This is an optimization exercise on Yosys and OpenROAD, whose aim is small area and a short achievable clock period, not a production implementation.
Where RTL was checked, it was by simulation tests only, not by an equivalence proof against the original.
Power and IR drop assume default switching activity.

== job 5394 ==
==> flow/design.v (excerpt) <==
module datapath(datapath_in, vsel, writenum, write, readnum, clk, loada, loadb, shift, asel, bsel, ALUop, loadc, loads, datapath_out, Z_out);
For scale: about 600 cells after synthesis, about 52 I/O pins.
==> flow/config.mk <==
export PLATFORM = sky130hd
export DESIGN_NAME = datapath
export DESIGN_NICKNAME = datapath
export VERILOG_FILES = /design/flow/design.v
export SDC_FILE = /design/flow/constraint.sdc
export NUM_CORES = 4
export LEC_CHECK = 0
export CAP_MARGIN = 20
export CORE_MARGIN = 2
export CORE_UTILIZATION = 65
export SETUP_SLACK_MARGIN = 2.6
export SLEW_MARGIN = 20
export SYNTH_HIERARCHICAL = 1
export SYNTH_MINIMUM_KEEP_SIZE = 0
==> flow/constraint.sdc <==
create_clock -name core_clock -period 5.0 [get_ports {clk}]
set_input_delay 1.0000 -clock core_clock [delete_from_list [all_inputs] [get_ports {clk}]]
set_output_delay 1.0000 -clock core_clock [all_outputs]
set_load 0.01 [all_outputs]
standard.sh (not shown) runs the stock make flow with config.mk's settings and CLKGATE_MAP_FILE= SYNTH_SCRIPT=/design/flow/synth_recipe.tcl, a recipe that flattens the netlist after the stock synthesis.
==> flow/flow/run.sh <==
#!/bin/bash
# Layout flow: the standard flow (standard.sh, unchanged synthesis) with
# smaller port buffers and no dummy clock loads. Each tool's full output
# stays in orfs/logs/; make's own output goes to flow_make.log here.
set -euo pipefail
bash standard.sh \
  "BUFFER_PORTS_ARGS=-buffer_cell sky130_fd_sc_hd__buf_2" \
  "CTS_ARGS=-sink_clustering_enable -repair_clock_nets -dont_use_dummy_load" \
  finish > flow_make.log 2>&1
### job 5394 -> job 2632
- SETUP_SLACK_MARGIN now 2.3, was 2.6
-- flow/flow/run.sh --
<<< job 5394, line 8
  "CTS_ARGS=-sink_clustering_enable -repair_clock_nets -dont_use_dummy_load" \
>>> job 2632, line 8
  "CTS_ARGS=-sink_clustering_enable -repair_clock_nets -dont_use_dummy_load -buf_list sky130_fd_sc_hd__clkbuf_8" \
Results
Comparing job 2632 and job 5394, the higher worst endpoint data arrival time was measured on job 5394. Between job 2632 and job 5394, the final-layout worst hold slack is lower for job 5394. Relative to job 5394, the first-pass GRT wire length measured on job 2632 has decreased by more than 10%. Summary — minimum setup slack after placement, job 2632 relative to job 5394: lower, by 9.4 ps. Summary of the comparison: number of ordinary and repair buffers in the finished layout is lower in job 2632, relative to job 5394. Diff job 5394 -> job 2632 | fraction of power consumed by the clock network | decrease of 7.6 points. Taking job 5394 as the reference point, the final clock period utilization by the worst path of job 2632 falls by 0.71 points. On wire length, job 5394 loses to job 2632.
Input-level comparison between job 2532 and job 2632:
- SETUP_SLACK_MARGIN changed from 2.3 to 2.6
- CTS_BUF_LIST newly set to sky130_fd_sc_hd__clkbuf_4
-- flow/flow/run.sh --
<<< job 2632, line 8
  "CTS_ARGS=-sink_clustering_enable -repair_clock_nets -dont_use_dummy_load -buf_list sky130_fd_sc_hd__clkbuf_8" \
>>> job 2532, line 8
  "CTS_ARGS=-sink_clustering_enable -repair_clock_nets -dont_use_dummy_load" \
==> comparison <==
- Job 2532 has completed all stages; timing, DRC and antenna checks passed.
- Delta(power density over cell area, job 2532 - job 2632) > 0
- Job 2532 — combinational fraction of design power 1.9 points lower, job 2632 as reference
- Run comparison: job 2532 launching instance or port of the critical path shift[0]; job 2632 launching instance or port of the critical path bsel
- Job 2632 → job 2532: cell count of the worst reg-to-reg path went down by 1, non-clock buffer count rose 5, overall power has increased, wire length of the first global-routing pass picked up an extra 3100 µm, design area rose by about 2.3%.
Inputs modified between job 2532 and job 5463:
- a change of SETUP_SLACK_MARGIN from 2.6 to 2.1
- a deleted CTS_BUF_LIST that had been sky130_fd_sc_hd__clkbuf_4
-- flow/flow/run.sh --
<<< job 2532, line 8
  "CTS_ARGS=-sink_clustering_enable -repair_clock_nets -dont_use_dummy_load" \
>>> job 5463, line 8
  "CTS_ARGS=-sink_clustering_enable -repair_clock_nets -dont_use_dummy_load -buf_list sky130_fd_sc_hd__clkbuf_8" \
[summary]
Timing endpoint of the critical path = S: job 2532; timing endpoint of the critical path = C[11]: job 5463. The sequential share of layout area of job 5463 is higher than that of job 2532. The final reports for job 5463 and job 2532 show final wirelength lower in the former. Taking job 2532 as the reference, in job 5463 power share of the sequential group rose by 6.7 points, average wire length per cell after detail routing shrank by 1.5 µm, critical path required time moved down, leakage power of the design dropped 0.00027 µW, critical path depth +1.
Modified inputs, job 6938 compared to job 5463
- SETUP_SLACK_MARGIN: 2.1 -> 2.6
Notes after the runs:
Looking at worst stage delay on the critical path, job 6938 sits 80 ps lower than job 5463 does.
Going from job 5463 to job 6938, post-detailed-placement half-perimeter wirelength grows by 2.0%.
Instance area at placement: job 6938 vs job 5463 up 2.1%
Job 6938 against job 5463: clock tree buffer count of the final layout did not really move, number of buffers outside the clock class in the layout went up.
Diff job 5463 -> job 6938: total number of multi-input combinational cells was more or less identical, wire length on met1 picked up an extra about 1.8%, core box area shows no meaningful change, post-layout total power +84 µW.


The RTL this note starts from:
==> flow/design.v <==
module datapath(datapath_in, vsel, writenum, write, readnum, clk, loada, loadb, shift, asel, bsel, ALUop, loadc, loads, datapath_out, Z_out);
  input write, clk, loada, loadb, vsel, asel, bsel, loadc, loads;
  input [1:0] shift, ALUop;
  input [2:0] writenum, readnum;
  input [15:0] datapath_in;
  output [15:0] datapath_out;
  output Z_out;
  reg [15:0] R0, R1, R2, R3, R4, R5, R6, R7;
  reg [15:0] A, B, C;
  reg S;
  wire [15:0] wdata = vsel ? datapath_in : C;
  always @(posedge clk) begin
    if (write && writenum == 3'd0) R0 <= wdata;
    if (write && writenum == 3'd1) R1 <= wdata;
    if (write && writenum == 3'd2) R2 <= wdata;
    if (write && writenum == 3'd3) R3 <= wdata;
    if (write && writenum == 3'd4) R4 <= wdata;
    if (write && writenum == 3'd5) R5 <= wdata;
    if (write && writenum == 3'd6) R6 <= wdata;
    if (write && writenum == 3'd7) R7 <= wdata;
  end
  wire [7:0] rsel = 8'b1 << readnum;
  wire [15:0] rdata = ({16{rsel[0]}} & R0) | ({16{rsel[1]}} & R1) |
                      ({16{rsel[2]}} & R2) | ({16{rsel[3]}} & R3) |
                      ({16{rsel[4]}} & R4) | ({16{rsel[5]}} & R5) |
                      ({16{rsel[6]}} & R6) | ({16{rsel[7]}} & R7);
  always @(posedge clk) begin
    if (loada) A <= rdata;
    if (loadb) B <= rdata;
  end
  wire selB = ~bsel & (shift == 2'b00);
  wire selL = ~bsel & (shift == 2'b01);
  wire selR = ~bsel & shift[1];
  wire msb  = shift[0] & B[15];
  wire [15:0] Bin = ({16{selB}} & B) | ({16{selL}} & {B[14:0], 1'b0}) |
                    ({16{selR}} & {msb, B[15:1]}) | ({16{bsel}} & {11'b0, datapath_in[4:0]});
  wire [15:0] Ain = {16{~asel}} & A;
  wire sub = ALUop[0];
  wire [15:0] bx = Bin ^ {16{sub}};
  wire [15:0] p = Ain ^ bx;
  wire [15:0] g = Ain & bx;
  wire [15:0] y = Ain | bx;
  wire [15:0] g1, p1, g2, p2, g3, p3, g4, p4;
  wire [15:0] g0 = {g[15:1], g[0] | (p[0] & sub)};
  wire [15:0] p0 = p;
  genvar i;
  generate
    for (i = 0; i < 16; i = i + 1) begin : pfx
      if (i % 2 == 1) begin : l1
        assign g1[i] = g0[i] | (p0[i] & g0[i-1]);
        assign p1[i] = p0[i] & p0[i-1];
      end else begin : l1n
        assign g1[i] = g0[i];
        assign p1[i] = p0[i];
      end
      if (i % 4 >= 2) begin : l2
        assign g2[i] = g1[i] | (p1[i] & g1[(i/4)*4+1]);
        assign p2[i] = p1[i] & p1[(i/4)*4+1];
      end else begin : l2n
        assign g2[i] = g1[i];
        assign p2[i] = p1[i];
      end
      if (i % 8 >= 4) begin : l3
        assign g3[i] = g2[i] | (p2[i] & g2[(i/8)*8+3]);
        assign p3[i] = p2[i] & p2[(i/8)*8+3];
      end else begin : l3n
        assign g3[i] = g2[i];
        assign p3[i] = p2[i];
      end
      if (i >= 8) begin : l4
        assign g4[i] = g3[i] | (p3[i] & g3[7]);
        assign p4[i] = p3[i] & p3[7];
      end else begin : l4n
        assign g4[i] = g3[i];
        assign p4[i] = p3[i];
      end
    end
  endgenerate
  wire [15:0] carry = {g4[14:0], sub};
  wire [15:0] sum = p ^ carry;
  wire [15:0] alu_out = ALUop[1] ? (ALUop[0] ? ~Bin : (Ain & Bin)) : sum;
  wire [15:0] cz = {y[14:0], sub};
  wire z_arith = &(p ~^ cz);
  wire z_and = ~|(Ain & Bin);
  wire z_not = &Bin;
  wire Z = ALUop[1] ? (ALUop[0] ? z_not : z_and) : z_arith;
  always @(posedge clk) begin
    if (loadc) C <= alu_out;
    if (loads) S <= Z;
  end
  assign datapath_out = C;
  assign Z_out = S;
endmodule
==> flow/config.mk <==
export PLATFORM = sky130hd
export DESIGN_NAME = datapath
export DESIGN_NICKNAME = datapath
export VERILOG_FILES = /design/flow/design.v
export SDC_FILE = /design/flow/constraint.sdc
export NUM_CORES = 4
export LEC_CHECK = 0
export CAP_MARGIN = 20
export CORE_MARGIN = 2
export CORE_UTILIZATION = 65
export SLEW_MARGIN = 20
==> flow/constraint.sdc <==
create_clock -name core_clock -period 5.0 [get_ports {clk}]
set_input_delay 1.0000 -clock core_clock [delete_from_list [all_inputs] [get_ports {clk}]]
set_output_delay 1.0000 -clock core_clock [all_outputs]
set_load 0.01 [all_outputs]
run.sh (not shown) runs the stock make flow with config.mk's settings and CLKGATE_MAP_FILE= SYNTH_SCRIPT=/design/flow/synth_recipe.tcl, a recipe that flattens the netlist after the stock synthesis.
Stock flow here: none of the scripts above is used.
Edit:
CORE_UTILIZATION = 40   (was 65)
Result: The changed run completed without violations. Worst hold slack gets worse by 36 ps. Final area rises by 1.2%. Core utilization falls by 30 points. Sequential cell count does not change.
Edit:
CORE_UTILIZATION = 65   (was 40)
SETUP_SLACK_MARGIN = 2.6   (was unset)
=> Cell area grows by 10%; setup slack gets better by 1100 ps; via count goes up by 19%; area after synthesis is unchanged; final cell count is lower by 5.4%; non-clock buffer count rises by 47; clock skew hardly moves; hold slack improved by 66 ps; sequential power barely changes; wire length went up by 26%; first-iteration DRC count came out higher by 71%.
Function was not checked in any run of this note: the RTL went through the layout flow alone.


job 101:
Another version of the RTL of datapath (not shown whole).
Size: ~180 flip-flops, ~52 I/O pins.
==> flow/config.mk <==
export PLATFORM = sky130hd
export DESIGN_NAME = datapath
export DESIGN_NICKNAME = datapath
export VERILOG_FILES = /design/flow/design.v
export SDC_FILE = /design/flow/constraint.sdc
export NUM_CORES = 4
export LEC_CHECK = 0
export CAP_MARGIN = 20
export CORE_MARGIN = 2
export CORE_UTILIZATION = 65
export SETUP_SLACK_MARGIN = 2.6
export SLEW_MARGIN = 20
export SYNTH_HIERARCHICAL = 1
export SYNTH_MINIMUM_KEEP_SIZE = 0
==> flow/constraint.sdc <==
create_clock -name core_clock -period 5.0 [get_ports {clk}]
set_input_delay 1.0000 -clock core_clock [delete_from_list [all_inputs] [get_ports {clk}]]
set_output_delay 1.0000 -clock core_clock [all_outputs]
set_load 0.01 [all_outputs]
standard.sh (not shown) runs the stock make flow with config.mk's settings and CLKGATE_MAP_FILE= SYNTH_SCRIPT=/design/flow/synth_recipe.tcl, a recipe that flattens the netlist after the stock synthesis.
==> flow/flow/run.sh <==
#!/bin/bash
# Layout flow: the standard flow (standard.sh, unchanged synthesis) with
# smaller port buffers, smaller clock buffers and no dummy clock loads. Each tool's full output
# stays in orfs/logs/; make's own output goes to flow_make.log here.
set -euo pipefail
bash standard.sh \
  "BUFFER_PORTS_ARGS=-buffer_cell sky130_fd_sc_hd__buf_2" \
  "CTS_ARGS=-sink_clustering_enable -repair_clock_nets -dont_use_dummy_load -buf_list sky130_fd_sc_hd__clkbuf_8" \
  finish > flow_make.log 2>&1
Input-level comparison between job 102 and job 101:
==> flow/flow/run.sh <==
#!/bin/bash
# Layout flow: the standard flow (standard.sh, unchanged synthesis) with
# smaller port buffers and no dummy clock loads. Each tool's full output
# stays in orfs/logs/; make's own output goes to flow_make.log here.
set -euo pipefail
bash standard.sh \
  "BUFFER_PORTS_ARGS=-buffer_cell sky130_fd_sc_hd__buf_2" \
  "CTS_ARGS=-sink_clustering_enable -repair_clock_nets -dont_use_dummy_load" \
  finish > flow_make.log 2>&1
==> run notes <==
On time the worst path needs with I/O delays and setup: between job 102 and job 101, it ends up lower for job 101. Diff job 102 and job 101: data arrival time of the worst path lower in job 101. Relative to job 101, the routed wire length of job 102 is higher by about 20%.
Function was not checked in any run of this note: the RTL went through the layout flow alone.


== Q ==
datapath, a different RTL version from the one above (not shown whole).
Size: about 540 cells after synthesis, about 0.0081 sq mm of cells after synthesis.
## datapath
module datapath(datapath_in, vsel, writenum, write, readnum, clk, loada, loadb, shift, asel, bsel, ALUop, loadc, loads, datapath_out, Z_out);
clock: 5.0 ns
lec_check: 0
cap_margin: 20
core_margin: 2
core_utilization: 65
setup_slack_margin: 2.6
slew_margin: 20
synth_hierarchical: 1
synth_minimum_keep_size: 0
run.sh (not shown) runs the stock make flow with config.mk's settings and CLKGATE_MAP_FILE= SYNTH_SCRIPT=/design/flow/synth_recipe.tcl, a recipe that flattens the netlist after the stock synthesis.
Stock flow here: none of the scripts above is used.
Input-level comparison between R and Q:
-- flow/config.mk --
<<< Q, line 9
export CORE_MARGIN = 2
export CORE_UTILIZATION = 65
export SETUP_SLACK_MARGIN = 2.6
export SLEW_MARGIN = 20
export SYNTH_HIERARCHICAL = 1
>>> R, line 9
export CORE_MARGIN = 2
export CORE_UTILIZATION = 65
export SETUP_SLACK_MARGIN = 2.0
export SLEW_MARGIN = 20
export SYNTH_HIERARCHICAL = 1
Notes after the runs:
[compare] base=Q new=R: switching component of the power decreased by about 6% relative to the old numbers; total vias in the final route decreased by about 3% relative to the old numbers; fraction of the cycle the final worst path needs increased by 1.0 points relative to the old numbers; synthesized instance count closely matched the old numbers.
Comparing Q and R, final estimated routing congestion in global placement is higher on R.
Re sequential cell count: no difference whatsoever between R and Q.
Q and R all finish clean.
Between Q and R, internal power consumption is lower for R, Q comes in above that.


Another version of the RTL of datapath (not shown whole).
For scale: roughly 630 cells after synthesis, ~180 flip-flops, about 52 I/O pins, ~0.0083 mm^2 of cells after synthesis.
export LEC_CHECK = 0
export CAP_MARGIN = 20
export CORE_MARGIN = 2
export CORE_UTILIZATION = 65
export GPL_ROUTABILITY_DRIVEN = 0
export SETUP_SLACK_MARGIN = 2.3
export SLEW_MARGIN = 20
export SYNTH_HIERARCHICAL = 1
export SYNTH_MINIMUM_KEEP_SIZE = 0
create_clock -name core_clock -period 5.0 [get_ports {clk}]
standard.sh (not shown) runs the stock make flow with config.mk's settings and CLKGATE_MAP_FILE= SYNTH_SCRIPT=/design/flow/synth_recipe.tcl, a recipe that flattens the netlist after the stock synthesis.
==> flow/flow/run.sh <==
#!/bin/bash
# Layout flow: the standard flow (standard.sh, unchanged synthesis) with
# smaller port buffers, smaller clock buffers and no dummy clock loads. Each tool's full output
# stays in orfs/logs/; make's own output goes to flow_make.log here.
set -euo pipefail
bash standard.sh \
  "BUFFER_PORTS_ARGS=-buffer_cell sky130_fd_sc_hd__buf_1" \
  "CTS_ARGS=-sink_clustering_enable -repair_clock_nets -dont_use_dummy_load -buf_list sky130_fd_sc_hd__clkbuf_8" \
  finish > flow_make.log 2>&1
The first run finished clean.
Edit:
- GPL_ROUTABILITY_DRIVEN: 0 -> unset
After rerunning: Register-to-register slack is better by 0.04 ns. Non-clock buffer count went down by 17. Critical path depth is unchanged. Total power went down by 1.0%.
Edit:
- SETUP_SLACK_MARGIN: 2.3 -> 2.45
Result: The changed run passed the timing, DRC and antenna checks. Total power rose by 2.6%. Global-route usage barely changes. Worst hold slack is better by 0.0035 ns.
Edit:
- CORE_UTILIZATION: 65 -> 55
- SETUP_SLACK_MARGIN: 2.45 -> 2.3
Register-to-register slack degrades by 0.05 ns.
Die area went up by about a fifth.
Non-clock buffer count came out lower by 3.
Edit:
--- a/flow/flow/run.sh
+++ b/flow/flow/run.sh
@@ -6,3 +6,3 @@
 bash standard.sh \
-  "BUFFER_PORTS_ARGS=-buffer_cell sky130_fd_sc_hd__buf_1" \
+  "BUFFER_PORTS_ARGS=-buffer_cell sky130_fd_sc_hd__buf_2" \
   "CTS_ARGS=-sink_clustering_enable -repair_clock_nets -dont_use_dummy_load -buf_list sky130_fd_sc_hd__clkbuf_8" \
- CORE_UTILIZATION: 55 -> 65
- SETUP_SLACK_MARGIN: 2.3 -> 2.6
Effect: The new run completed with no timing, DRC or antenna violations; die area is lower by 15%; utilization came out higher by 15 points; synthesized area stays the same; combinational power rises by 13%.
Edit:
--- a/flow/flow/run.sh
+++ b/flow/flow/run.sh
@@ -7,3 +7,3 @@
   "BUFFER_PORTS_ARGS=-buffer_cell sky130_fd_sc_hd__buf_2" \
-  "CTS_ARGS=-sink_clustering_enable -repair_clock_nets -dont_use_dummy_load -buf_list sky130_fd_sc_hd__clkbuf_8" \
+  "CTS_ARGS=-sink_clustering_enable -repair_clock_nets -dont_use_dummy_load -buf_list sky130_fd_sc_hd__clkbuf_8 -sink_clustering_size 30 -sink_clustering_max_diameter 100" \
   finish > flow_make.log 2>&1
- SETUP_SLACK_MARGIN: 2.6 -> 2.3
What happened: Via count falls by 2.5%; final cell count falls by 3.1%; fmax falls by 5.9%; utilization falls by 4.7 points; global-route usage falls by 2.8 points; wire length falls by 7.5%; sequential power hardly moves; flip-flop and latch count is unchanged; setup slack gets worse by 0.16 ns; final area falls by 5.7%; first-iteration DRC count rises by 35%.

[re-timing with driven ports]
How much do the figures lean on ideal ports? The routed layouts below were timed once more, with nothing changed but the port constraints.
Step 1 assumes that a clkbuf_16 drives the clock port and a buf_2 every other input.
Step 2 also shifts input and output timing later by t, the mid clock arrival at the registers, as if the neighbouring blocks saw the same clock.
Three values: no drivers, after step 1, after step 2; two values: the first two.
run | shift t [ns] | setup slack, ns | latest minus earliest clock arrival (ns) | worst register clock-pin slew, ns | pins driven straight from the clock port
job 5394 | 0.470 | 2.235 / 2.233 / 1.763 | 0.033 / 0.033 | 0.07 / 0.07 | 1
job 2632 | 0.478 | 2.270 / 2.257 / 1.779 | 0.034 / 0.034 | 0.10 / 0.10 | 1
job 2532 | 0.470 | 2.235 / 2.233 / 1.763 | 0.033 / 0.033 | 0.07 / 0.07 | 1
job 5463 | 0.468 | 2.119 / 2.123 / 1.655 | 0.030 / 0.030 | 0.09 / 0.09 | 1
job 6938 | 0.489 | 2.259 / 2.248 / 1.760 | 0.046 / 0.045 | 0.11 / 0.11 | 1
the first run of note 2 | 0.472 | 0.581 / 0.598 / 0.126 | 0.008 / 0.008 | 0.07 / 0.07 | 1
the second run of note 2 | 0.464 | 0.637 / 0.622 / 0.159 | 0.016 / 0.015 | 0.08 / 0.08 | 1
the third run of note 2 | 0.478 | 1.732 / 1.617 / 1.139 | 0.013 / 0.013 | 0.08 / 0.08 | 1
job 101 | 0.466 | 2.247 / 2.244 / 1.778 | 0.032 / 0.031 | 0.09 / 0.09 | 1
job 102 | 0.454 | 2.189 / 2.201 / 1.747 | 0.020 / 0.020 | 0.07 / 0.07 | 1
Q | 0.468 | 1.610 / 1.603 / 1.135 | 0.011 / 0.012 | 0.08 / 0.08 | 1
R | 0.468 | 1.559 / 1.533 / 1.065 | 0.011 / 0.012 | 0.07 / 0.07 | 1
the first run of note 5 | 0.478 | 2.335 / 2.284 / 1.806 | 0.028 / 0.029 | 0.09 / 0.09 | 1
the second run of note 5 | 0.474 | 2.359 / 2.371 / 1.898 | 0.035 / 0.035 | 0.10 / 0.10 | 1
the third run of note 5 | 0.477 | 2.449 / 2.396 / 1.919 | 0.032 / 0.032 | 0.09 / 0.09 | 1
the fourth run of note 5 | 0.460 | 2.362 / 2.327 / 1.867 | 0.044 / 0.044 | 0.10 / 0.10 | 1
the fifth run of note 5 | 0.471 | 2.484 / 2.471 / 2.000 | 0.047 / 0.046 | 0.10 / 0.10 | 1
the sixth run of note 5 | 0.467 | 2.326 / 2.311 / 1.845 | 0.031 / 0.031 | 0.09 / 0.09 | 1
After both steps every run listed still meets setup and hold. The setup slack of the third run of note 2, which loses most, moves by -0.115 ns with the drivers and by -0.593 ns with both steps.
